This is an optimization exercise on Yosys and OpenROAD, whose aim is small area, not a production implementation.
Function was checked by simulation only, so behaviour that the tests miss may differ from the original.

## old
==> flow/design.v (excerpt) <==
module snake_top
(
	input clk,
	input rst_n,
	input key0,
	input ps2_clk,
	input ps2_dat,
	output vga_hsync,
	output vga_vsync,
	output vga_blank_n,
	output vga_sync_n,
	output [23:0] vga_rgb,
	output [3:0] ledg,
	output [3:0] ledr,
	output [11:0] score1,
	output [11:0] score2,
	output [1:0] game_status,
	output green_win,
	output red_win,
	output [5:0] head1_x,
	output [5:0] head1_y,
	output [5:0] head2_x,
	output [5:0] head2_y,
	output [17:0] apples_x,
	output [14:0] apples_y,
	output [2:0] apples_on
);
Size in the first run: about 470 flip-flops, about 61000 um2 of cells after synthesis.
export LEC_CHECK = 0
export CAP_MARGIN = 20
export CORE_MARGIN = 2
export CORE_UTILIZATION = 25
export SLEW_MARGIN = 20
export SYNTH_MEMORY_MAX_BITS = 65536
create_clock -name core_clock -period 40.0 [get_ports {clk}]
standard.sh (not shown) runs the stock make flow with config.mk's settings and CLKGATE_MAP_FILE= SYNTH_SCRIPT=/design/flow/synth_recipe.tcl, a recipe that flattens the netlist after the stock synthesis.
==> flow/flow/run.sh <==
#!/bin/bash
# Layout flow: the standard flow (standard.sh) with these changes, none
# of which touches the registers, the constraints or the power grid:
#  - synthesis: ABC maps the logic with an area-oriented script
#    (flow/abc_map.script: deep AIG optimisation, then &nf area mapping)
#    instead of ORFS's default one, and no full/half adder cells are
#    extracted (ADDER_MAP_FILE empty); the rest of the synthesis is the standard flow's
#    own synth_recipe.tcl, so the registers are the standard synthesis's;
#  - port buffers are the smallest buffer (buf_1) instead of a delay buffer.
# Each tool's output goes to flow.log and to ORFS's own logs under orfs/.
set -euo pipefail
HERE=$(pwd)
{
  echo 'proc abc {args} {'
  echo '  set i [lsearch -exact $args -script]'
  echo "  if {\$i >= 0} { set args [lreplace \$args [expr {\$i + 1}] [expr {\$i + 1}] $HERE/flow/abc_map.script] }"
  echo '  yosys abc {*}$args'
  echo '}'
  cat synth_recipe.tcl
} > my_synth.tcl
sed -e "s#SYNTH_SCRIPT=[^ ]*#SYNTH_SCRIPT=$HERE/my_synth.tcl ADDER_MAP_FILE= 'BUFFER_PORTS_ARGS=-buffer_cell sky130_fd_sc_hd__buf_1'#" standard.sh > my_standard.sh
bash my_standard.sh > flow.log 2>&1
==> flow/flow/abc_map.script <==
strash
&get -n
&deepsyn -T 120
&dch -f
&nf -R 1000 -F 8 -C 32
&put
[inputs] new vs old
==> flow/flow/run.sh <==
#!/bin/bash
# Layout flow: the standard flow (standard.sh) with these changes, none
# of which touches the registers, the constraints or the power grid:
#  - synthesis: ABC maps the logic with area-oriented scripts instead of
#    ORFS's default one. Several scripts are tried on the same logic (deep
#    AIG optimisation with different random seeds, then &nf or amap area
#    mapping; see the *.script files written below) and the mapping with the
#    smallest cell area is kept. No full/half adder cells are extracted
#    (ADDER_MAP_FILE empty). The rest of the synthesis is the standard flow's own
#    synth_recipe.tcl, so the registers are the standard synthesis's.
#  - port buffers are the smallest buffer (buf_1) instead of a delay buffer.
# Each tool's output goes to flow.log and to ORFS's own logs under orfs/.
set -euo pipefail
HERE=$(pwd)
mkdir -p abc
n=0
for s in 1 2 3; do
  for m in nf amap; do
    n=$((n + 1))
    {
      echo strash
      echo '&get -n'
      echo "&deepsyn -T 90 -S $s"
      if [ $m = nf ]; then
        printf '%s\n' '&dch -f' '&nf -R 1000 -F 8 -C 32' '&put'
      else
        printf '%s\n' '&put' 'dch' 'amap'
      fi
    } > abc/map$n.script
  done
done
{
  echo 'proc abc {args} {'
  echo '  set i [lsearch -exact $args -script]'
  echo '  set j [lsearch -exact $args -liberty]'
  echo '  set lib [lindex $args [expr {$j + 1}]]'
  echo '  yosys design -save pre_abc'
  echo '  set best_area 1e30'
  echo "  foreach s [lsort [glob $HERE/abc/map*.script]] {"
  echo '    yosys design -load pre_abc'
  echo '    yosys abc {*}[lreplace $args [expr {$i + 1}] [expr {$i + 1}] $s]'
  echo '    set st [tee -q -s result.string stat -liberty $lib]'
  echo '    regexp {Chip area for [^:]*: *([0-9.]+)} $st -> area'
  echo '    puts "ABC candidate $s: area $area"'
  echo '    if {$area < $best_area} { set best_area $area; yosys design -save best_abc }'
  echo '  }'
  echo '  yosys design -load best_abc'
  echo '  puts "ABC kept area $best_area"'
  echo '}'
  cat synth_recipe.tcl
} > my_synth.tcl
sed -e "s#SYNTH_SCRIPT=[^ ]*#SYNTH_SCRIPT=$HERE/my_synth.tcl ADDER_MAP_FILE= 'BUFFER_PORTS_ARGS=-buffer_cell sky130_fd_sc_hd__buf_1'#" standard.sh > my_standard.sh
bash my_standard.sh > flow.log 2>&1
removed: flow/flow/abc_map.script
==> comparison <==
Going from old to new, final cell count now sits higher, height of the die lost 1.5%, register share of the cell area went up 0.26 points, final worst-path cycle share went up by 7.7 points, global routing usage on met2 went up 14 points.

==> static timing again, ports no longer ideal <==
The flow's constraints put no driver on any port. The routed layouts listed below were extracted and timed again, unchanged, in two steps. Step 1 assumes that a clkbuf_16 drives the clock port and a buf_2 every other input. Step 2 adds t to the input delays and takes it off the output delays; t is the mean of the earliest and latest rising clock arrival at the registers after step 1. Input paths then give back, and output paths get back, about the clock's delay inside the block. a / b / c = ideal / step 1 / step 2; a / b = the first two.
run | t, ns | slack for setup (ns) | worst register clock-pin slew, ns
old | 0.777 | 21.897 / 21.812 / 22.589 | 0.07 / 0.07
new | 0.832 | 18.815 / 18.716 / 19.548 | 0.08 / 0.08
After both steps setup and hold are still met in every run listed.
